This is an optimization exercise on Yosys and OpenROAD, whose aim is small area, not a production implementation. Only simulation tests tie the RTL to the original design; equivalence was not proved. Power and IR drop assume default switching activity.

build 70:
## CPU
module CPU(
    input [0:0] clk,
    input [0:0] reset,
    input [15:0] in,
    output [15:0] out,
    output [7:0] imem_addr,
    input [15:0] imem_data,
    output [7:0] dmem_addr,
    output [15:0] dmem_wdata,
    output dmem_we,
    input [15:0] dmem_rdata
);
clock: 14.0 ns
lec_check: 0
abc_area: 1
cap_margin: 20
core_margin: 2
core_utilization: 40
cts_buf_list: sky130_fd_sc_hd__clkbuf_8
cts_cluster_diameter: 50
cts_cluster_size: 20
slew_margin: 20
run.sh (not shown) runs the stock make flow with config.mk's settings and CLKGATE_MAP_FILE= SYNTH_SCRIPT=/design/flow/synth_recipe.tcl, a recipe that flattens the netlist after the stock synthesis.
### build 70 -> build 38
Settings: CTS_CLUSTER_DIAMETER now 60, was 50; CTS_BUF_LIST now sky130_fd_sc_hd__clkbuf_16, was sky130_fd_sc_hd__clkbuf_8; CTS_CLUSTER_SIZE now 25, was 20.
[summary]
The flow did not stop early for build 38: all stages ran, and the layout cleared the timing, design-rule and antenna checks. Post-route met1 wirelength for build 38: about 0.8% down relative to build 70. Build 38 ended with more relative contribution of the clock network to total power than build 70. Top contributor to total power = the clock network: build 38; top contributor to total power = sequential cells: build 70. In the metrics for build 38 and build 70, the one carrying the lower routed via count divided by cell count is build 70. Between build 70 and build 38, the total number of vias figures differ only marginally. From build 70 to build 38 the numbers moved as follows: fraction of power spent switching nets lost 0.70 points; slack of the critical path went up by 52 ps. Looking at maximum vdd ir drop, build 38 sits about 35% higher than build 70 does. The fraction of standard cell area that is sequential reported for build 38 is smaller than that of build 70 by 0.31 points.
Here is what was changed in the inputs of build 44 compared with build 38.
Settings: a change of CTS_BUF_LIST from sky130_fd_sc_hd__clkbuf_16 to sky130_fd_sc_hd__clkbuf_4; a deleted CTS_CLUSTER_DIAMETER that had been 60; a deleted CTS_CLUSTER_SIZE that had been 25.
Findings:
Via count delta for build 44 relative to build 38: 315 higher
Number of buffers created by CTS delta for build 44 relative to build 38: about 200% higher
Compared build 38 against build 44; area added between synthesis and finish within noise.
Number of clock buffers in the layout, build 44 and build 38: higher on build 44
Measured against each other, build 44 and build 38 differ in global-route usage, the lower figure coming from build 38.
The wire length of the first global-routing pass of build 44 is higher than that of build 38.
In the flow results for build 44 and build 38, the worst endpoint data arrival time is larger on build 44.
Compared with build 38, build 44 improves cell-internal power.
Between build 44 and build 38, routed wire length is lower for build 38, build 44 comes in above that.
Modified inputs, build 47 compared to build 44
Settings: ABC_AREA removed (was 1); CTS_BUF_LIST removed (was sky130_fd_sc_hd__clkbuf_4).
Results
Per the comparison of build 47 with build 44, mapped cell area up 4.4%; static leakage decreased about 9%; critical path depth in cells down 1.

---

P:
The RTL this note starts from:
==> flow/design.v <==
module CPU(
    input [0:0] clk,
    input [0:0] reset,
    input [15:0] in,
    output [15:0] out,
    output [7:0] imem_addr,
    input [15:0] imem_data,
    output [7:0] dmem_addr,
    output [15:0] dmem_wdata,
    output dmem_we,
    input [15:0] dmem_rdata
);
reg [15:0] pc;       
reg [15:0] fpc;      
reg [15:0] ir;       
reg        v;        
reg        lz;       
reg [15:0] A, B;     
reg [15:3] irE;      
reg [2:0]  opE;      
reg [15:0] resM;     
reg [15:0] dM;       
reg [2:0]  rdM;
reg        rwM, mwM, msM, jalM;
reg [15:0] valW;     
reg [2:0]  rdW;
reg        rwW;
reg [15:0] rf [1:7];  
wire [2:0] opD  = ir[2:0];
wire [2:0] rs1D = ir[8:6];
wire [2:0] rs2D = ir[11:9];
wire [2:0] rdD  = ir[5:3];
wire isJalD = (opD == 3'd6);
wire isJrD  = (opD == 3'd7);
wire useRd  = (opD == 3'd3) || isJrD;
wire [2:0] rbD = useRd ? rdD : rs2D;
wire [15:0] inc = pc + 16'd2;
wire byA = !isJalD && rs1D != 3'd0 && rs1D == rdW && rwW;
wire byB = !isJrD  && rbD  != 3'd0 && rbD  == rdW && rwW;
reg [15:0] ra, rb;
integer k;
always @(*) begin
    ra = (fpc & {16{isJalD}}) | (valW & {16{byA}});
    rb = valW & {16{byB}};
    for (k = 1; k < 8; k = k + 1) begin
        ra = ra | (rf[k] & {16{rs1D == k && !isJalD && !byA}});
        rb = rb | (rf[k] & {16{rbD == k && !byB}});
    end
end
wire c1f = (rs1D != 3'd0) && rs1D == rdM && rwM;
wire c2f = (rs2D != 3'd0) && rs2D == rdM && rwM;
wire [15:0] c1 = c1f ? valW : ra;
wire [15:0] c2 = c2f ? valW : rb;
wire [15:0] cdiff;
wire cnb;
ripple_add #(16) cmp_sub (.a(c1), .b(~c2), .ci(1'b1), .s(cdiff), .co(cnb));
wire take = v && (opD[2] && (opD[1] || (opD[0] ? !cnb : (cdiff == 16'd0))));
wire [15:0] immB = isJalD ? {{5{ir[15]}}, ir[15:6], 1'b0}
                          : {{8{ir[15]}}, ir[15:12], ir[5:3], 1'b0};
wire [15:0] tgt;
ripple_add #(16) tgt_add (.a(fpc), .b(immB), .ci(1'b0), .s(tgt), .co());
wire selJr  = !reset && take && isJrD;
wire selTgt = !reset && take && !isJrD;
wire selInc = !reset && !take;
always @(posedge clk) begin
    pc  <= (rb & {16{selJr}}) | (tgt & {16{selTgt}}) | (inc & {16{selInc}});
    fpc <= pc;
end
assign imem_addr = pc[8:1];
always @(posedge clk) begin
    ir <= imem_data;
    v  <= ~reset;
    lz <= ~v;
end
always @(posedge clk) begin
    A   <= ra;
    B   <= rb;
    irE <= {ir[15], ir[14] | ~v, ir[13:10], isJalD ? ~lz : ir[9], ir[8:6], ir[5:3] & {3{v}}};
    opE <= opD & {3{v}};
end
wire isR   = (opE == 3'd0);
wire isI   = (opE == 3'd1);
wire isL   = (opE == 3'd2);
wire isS   = (opE == 3'd3);
wire isBr  = (opE == 3'd4) || (opE == 3'd5);
wire isJal = (opE == 3'd6);
wire isJr  = (opE == 3'd7);
wire rwE   = isR || isI || isL || isJal;
wire msE   = !(isR || isI || isJal);    
wire [2:0] rs1E = irE[8:6];
wire [2:0] rs2E = irE[11:9];
wire [2:0] rdE  = irE[5:3];
wire [2:0] rsBE = isS ? rdE : rs2E;
wire mA = !isJal && rs1E != 3'd0 && rs1E == rdM && rwM;
wire wA = !isJal && rs1E != 3'd0 && rs1E == rdW && rwW && rs1E != rdM;
wire mAv = mA && !jalM;
wire nA = !mA && !wA;
wire [15:0] Af = (resM & {16{mAv}}) | (valW & {16{wA}}) | (A & {16{nA}});
wire mB = !isS && rsBE != 3'd0 && rsBE == rdM && rwM;
wire wB = rsBE != 3'd0 && rsBE == rdW && rwW && (isS || rsBE != rdM);
wire mBv = mB && !jalM;
wire nB = !mB && !wB;
wire [15:0] Bf = (resM & {16{mBv}}) | (valW & {16{wB}}) | (B & {16{nB}});
wire [15:0] imm = isI   ? {{11{irE[13]}}, irE[13:9]} :
                  isJal ? {14'd0, irE[9], 1'b0} :
                  isBr  ? {{8{irE[15]}}, irE[15:12], irE[5:3], 1'b0} :
                          {{9{irE[15]}}, irE[15:9]};
wire [15:0] bin = isR ? Bf : imm;
wire [3:0] func = irE[15:12];
wire sub = (isR && func == 4'd1) || isBr;
wire [15:0] sum;
wire [15:0] gen;
wire opLog;
alu_add alu_add (.a(Af), .b(bin ^ {16{sub}}), .ci(sub), .kill(opLog), .s(sum), .g(gen));
wire shr = irE[15];
wire [15:0] shin, shout, shrev;
genvar gi;
generate
    for (gi = 0; gi < 16; gi = gi + 1) begin : rev
        assign shin[gi]  = shr ? Af[15 - gi] : Af[gi];
        assign shrev[gi] = shout[15 - gi];
    end
endgenerate
assign shout = shin << irE[12:9];
wire opSum = (isR && func[3:1] == 3'd0) || (isI && irE[15:14] == 2'd0) ||
             isL || isS || isBr || isJal;
wire opOr  = isR && func == 4'd2;
wire opAnd = isR && func == 4'd3;
wire opXor = isI && irE[15:14] == 2'd3;
wire opShl = isI && irE[15:14] == 2'd1 && !irE[13];
wire opShr = isI && irE[15:14] == 2'd2 && !irE[13];
assign opLog = opOr || opAnd || opXor;
wire selSum = opSum || opOr || opXor;
wire selGen = opOr || opAnd;
wire [15:0] alu = (sum   & {16{selSum}}) |
                  (gen   & {16{selGen}}) |
                  (shout & {16{opShl}}) |
                  (shrev & {16{opShr}});
always @(posedge clk) begin
    resM <= alu;
    dM   <= Bf;
    rdM  <= rdE;
    msM  <= msE;
    jalM <= isJal;
    rwM  <= ~reset & rwE;
    mwM  <= ~reset & isS;
end
wire z = (resM == 16'd0);
wire fwdM = rdM != 3'd0 && rdM == rdW && rwW;
wire [15:0] sdata = fwdM ? valW : dM;
assign dmem_addr  = resM[8:1];
assign dmem_we    = mwM;
assign dmem_wdata = sdata & {16{~z}};
assign out        = sdata & {16{z && mwM}};
wire selIn  = msM && z;
wire selMem = msM && !z;
always @(posedge clk) begin
    valW <= (in & {16{selIn}}) | (dmem_rdata & {16{selMem}}) | (resM & {16{!msM}});
    rdW  <= rdM;
    rwW  <= rwM;
end
generate
    for (gi = 1; gi < 8; gi = gi + 1) begin : regs
        always @(posedge clk) begin
            if (reset) rf[gi] <= 16'd0;
            else if (rwW && rdW == gi) rf[gi] <= valW;
        end
    end
endgenerate
endmodule
module ripple_add #(parameter W = 16) (
    input [W-1:0] a,
    input [W-1:0] b,
    input ci,
    output [W-1:0] s,
    output co
);
wire [W:0] c;
assign c[0] = ci;
genvar i;
generate
    for (i = 0; i < W; i = i + 1) begin : bit_
        assign s[i] = a[i] ^ b[i] ^ c[i];
        assign c[i+1] = (a[i] & b[i]) | (c[i] & (a[i] ^ b[i]));
    end
endgenerate
assign co = c[W];
endmodule
module alu_add (
    input [15:0] a,
    input [15:0] b,
    input ci,
    input kill,
    output [15:0] s,
    output [15:0] g
);
wire [16:0] c;
assign c[0] = ci;
genvar i;
generate
    for (i = 0; i < 16; i = i + 1) begin : bit_
        assign s[i] = a[i] ^ b[i] ^ c[i];
        assign g[i] = (a[i] & b[i]) | (c[i] & (a[i] ^ b[i]));
        assign c[i+1] = g[i] & ~kill;
    end
endgenerate
endmodule
Settings: LEC_CHECK=0, ABC_AREA=0, CAP_MARGIN=20, CORE_MARGIN=2, CORE_UTILIZATION=40, CTS_BUF_LIST=sky130_fd_sc_hd__clkbuf_4, CTS_CLUSTER_DIAMETER=70, CTS_CLUSTER_SIZE=8, PLACE_DENSITY=0.85, SLEW_MARGIN=20; clock period 14.0 ns.
Modified inputs, Q compared to P
- swapping 8 for 10 in CTS_CLUSTER_SIZE
- swapping sky130_fd_sc_hd__clkbuf_4 for sky130_fd_sc_hd__clkbuf_4 sky130_fd_sc_hd__clkbuf_8 in CTS_BUF_LIST
- swapping 0.85 for 0.75 in PLACE_DENSITY
- swapping 70 for 80 in CTS_CLUSTER_DIAMETER
- swapping 0 for 1 in ABC_AREA
## What came out
When Q is set beside P, its sum of met3 wire segment lengths after detailed routing turns out to be about 17% smaller. For the net switching power figure, Q came in 7.1% higher than P did. Taking P as the reference, in Q cell count shows an increase of 12%; via count has increased; global-route usage rose 3.5 points; number of iterations in the first detailed-routing pass -2. Clock skew after layout in Q is 56 ps lower than in P. P → Q: non-clock buffer area fraction after layout lower; area added between synthesis and finish higher. Taking P as the reference, in Q clock-buffer cell count decreased by 7 relative to the old numbers, overall power after layout went up 0.000076 W.

---

== v21 ==
Starts from the design.v that is shown in full above.
Settings: LEC_CHECK=0, ABC_AREA=1, CAP_MARGIN=20, CORE_MARGIN=2, CORE_UTILIZATION=40, CTS_BUF_LIST=sky130_fd_sc_hd__clkbuf_4, CTS_CLUSTER_DIAMETER=70, CTS_CLUSTER_SIZE=8, PLACE_DENSITY=0.75, SLEW_MARGIN=20; clock period 14.0 ns.
v21 reached the final stage; the timing, design-rule and antenna checks on its layout passed.
Relative to v21, the following input files were edited for v15:
Settings: PLACE_DENSITY no longer set, was 0.75; CORE_UTILIZATION now 50, was 40.
==> comparison <==
v15 vs v21: die area down
Changes observed in v15 relative to v21: highest attainable clock frequency shows no meaningful change, die extent in y shows a reduction of about 10%, clock power shows a reduction of about 5%, amount of wire on met2 after detailed routing shows a reduction of 8.2%.
Re peak per-stage delay on the critical path: v15 is 0.06 ns down on v21.
The sequential share of layout area in v15 sits 0.27 points above the value recorded for v21.
### v15 -> v30
Settings: putting PLACE_DENSITY at 0.92 where nothing was set; swapping 50 for 40 in CORE_UTILIZATION.
### Flow results
- v30 went all the way through the flow, and no timing, DRC or antenna check failed.
- For fraction of final layout cells sized beyond drive strength 1, v30 and v15 come out practically identical.
- Summary: with v15 as the reference, die area in v30 moved up by more than 10%.
- v30 vs v15, top routing layer in use: met5 vs met4
- Comparing v30 and v15, die boundary height is higher on v30.
- [v30] length of routed met2 wiring fell 1.5% relative to v15
- v30 vs v15: data arrival time of the critical path up in v30
- Compared to v15, v30 shows a wider setup margin.
- Share of total power in the clock network ends up lower on v30.
- Count of cells along the worst register-to-register path, v30 and v15: lower on v30
- Number of DRC markers after the initial detailed-route iteration delta (v30 − v15): favourable
- v15 → v30: share of the clock period used by the worst path after layout decreased 0.35 points; smallest hold slack went down by 0.0040 ns.
--- input diff v30..v25 ---
Settings: PLACE_DENSITY: 0.92 -> unset.
Results
- v25 vs v30, core utilization went up by 0.21 points.
- ~same tightest slew margin relative to the limit in v30 and v25
- For v25, the end of the critical path was pc[11], unlike v30, where it was pc[12].
- On flip-flop and latch share of the layout cell area, v30 and v25 are neck and neck.
- As far as combinational power is concerned, v25 and v30 perform about the same.
- On leakage component of the power, the higher figure sits with v25, not v30.

---

== job 8365 ==
// CPU: RTL as listed in full above, without the edits since
clock: 14.0 ns
lec_check: 0
abc_area: 1
cap_margin: 20
core_margin: 2
core_utilization: 40
cts_buf_list: sky130_fd_sc_hd__clkbuf_4
cts_cluster_diameter: 60
cts_cluster_size: 9
place_density: 0.85
slew_margin: 20
### job 8365 -> job 445
- swapping 9 for 8 in CTS_CLUSTER_SIZE
- clearing PLACE_DENSITY, which used to be 0.85
- putting GPL_TIMING_DRIVEN at 0 where nothing was set
- swapping 60 for 70 in CTS_CLUSTER_DIAMETER
--- outcome ---
From job 8365 to job 445 the numbers moved as follows: global-route usage went up by 4.2 points; synthesized-area fraction occupied by ao, oa, aoi and oai cells roughly the same. Delta (job 445 minus job 8365): top achievable clock speed decreased about 7%, fraction of met3 tracks used by global routing increased 1.1 points, clock-buffer cell count increased about 2.4%, slew of the pin with the lowest slew margin increased 0.10 ns, total die area essentially unchanged. Taking job 8365 as the reference, in job 445 wire length now larger, sequential power fell by about 2%.

---

Setup of exp/xenon:
Starts from the design.v that is shown in full above.
export LEC_CHECK = 0
export ABC_AREA = 1
export CAP_MARGIN = 20
export CORE_MARGIN = 2
export CORE_UTILIZATION = 40
export CTS_BUF_LIST = sky130_fd_sc_hd__clkbuf_4
export CTS_CLUSTER_DIAMETER = 70
export CTS_CLUSTER_SIZE = 8
export PLACE_DENSITY = 0.85
export SLEW_MARGIN = 20
create_clock -name core_clock -period 14.0 [get_ports {clk}]
--- input diff exp/xenon..exp/violet ---
--- a/flow/config.mk
+++ b/flow/config.mk
@@ -10,7 +10,6 @@
 export CORE_MARGIN = 2
 export CORE_UTILIZATION = 40
-export CTS_BUF_LIST = sky130_fd_sc_hd__clkbuf_4
+export CTS_BUF_LIST = sky130_fd_sc_hd__clkbuf_8
 export CTS_CLUSTER_DIAMETER = 70
-export CTS_CLUSTER_SIZE = 8
-export PLACE_DENSITY = 0.85
+export CTS_CLUSTER_SIZE = 12
 export SLEW_MARGIN = 20
==> comparison <==
Compared with exp/xenon, exp/violet degrades first-pass GRT wire length.
Run comparison: exp/violet first element of the critical path ir[0]; exp/xenon first element of the critical path irE[9]
Summary of the comparison: switching power as a share of total power is lower in exp/violet, relative to exp/xenon.
Total power: exp/violet higher than exp/xenon
When exp/violet is set beside exp/xenon, its worst-case clock skew turns out to be 0.047 ns smaller.
Total of endpoints with negative setup slack in the final report came out exactly the same in exp/violet and exp/xenon.
Edits applied to the flow inputs when going from exp/violet to exp/cedar:
--- a/flow/config.mk
+++ b/flow/config.mk
@@ -10,6 +10,7 @@
 export CORE_MARGIN = 2
 export CORE_UTILIZATION = 40
-export CTS_BUF_LIST = sky130_fd_sc_hd__clkbuf_8
-export CTS_CLUSTER_DIAMETER = 70
-export CTS_CLUSTER_SIZE = 12
+export CTS_BUF_LIST = sky130_fd_sc_hd__clkbuf_4
+export CTS_CLUSTER_DIAMETER = 100
+export CTS_CLUSTER_SIZE = 8
+export PLACE_DENSITY = 0.85
 export SLEW_MARGIN = 20
## What came out
- exp/cedar was carried through to the last stage, and its layout satisfied the timing, design-rule and antenna checks.
- Clock insertion delay at the later pin of the skew report (exp/cedar over exp/violet): increase, 0.07 ns
- Non-clock buffer count is higher on exp/violet
- Across both runs, switching share of power was higher for exp/cedar than for exp/violet.
- Global-route usage was lower in the run labelled exp/cedar.
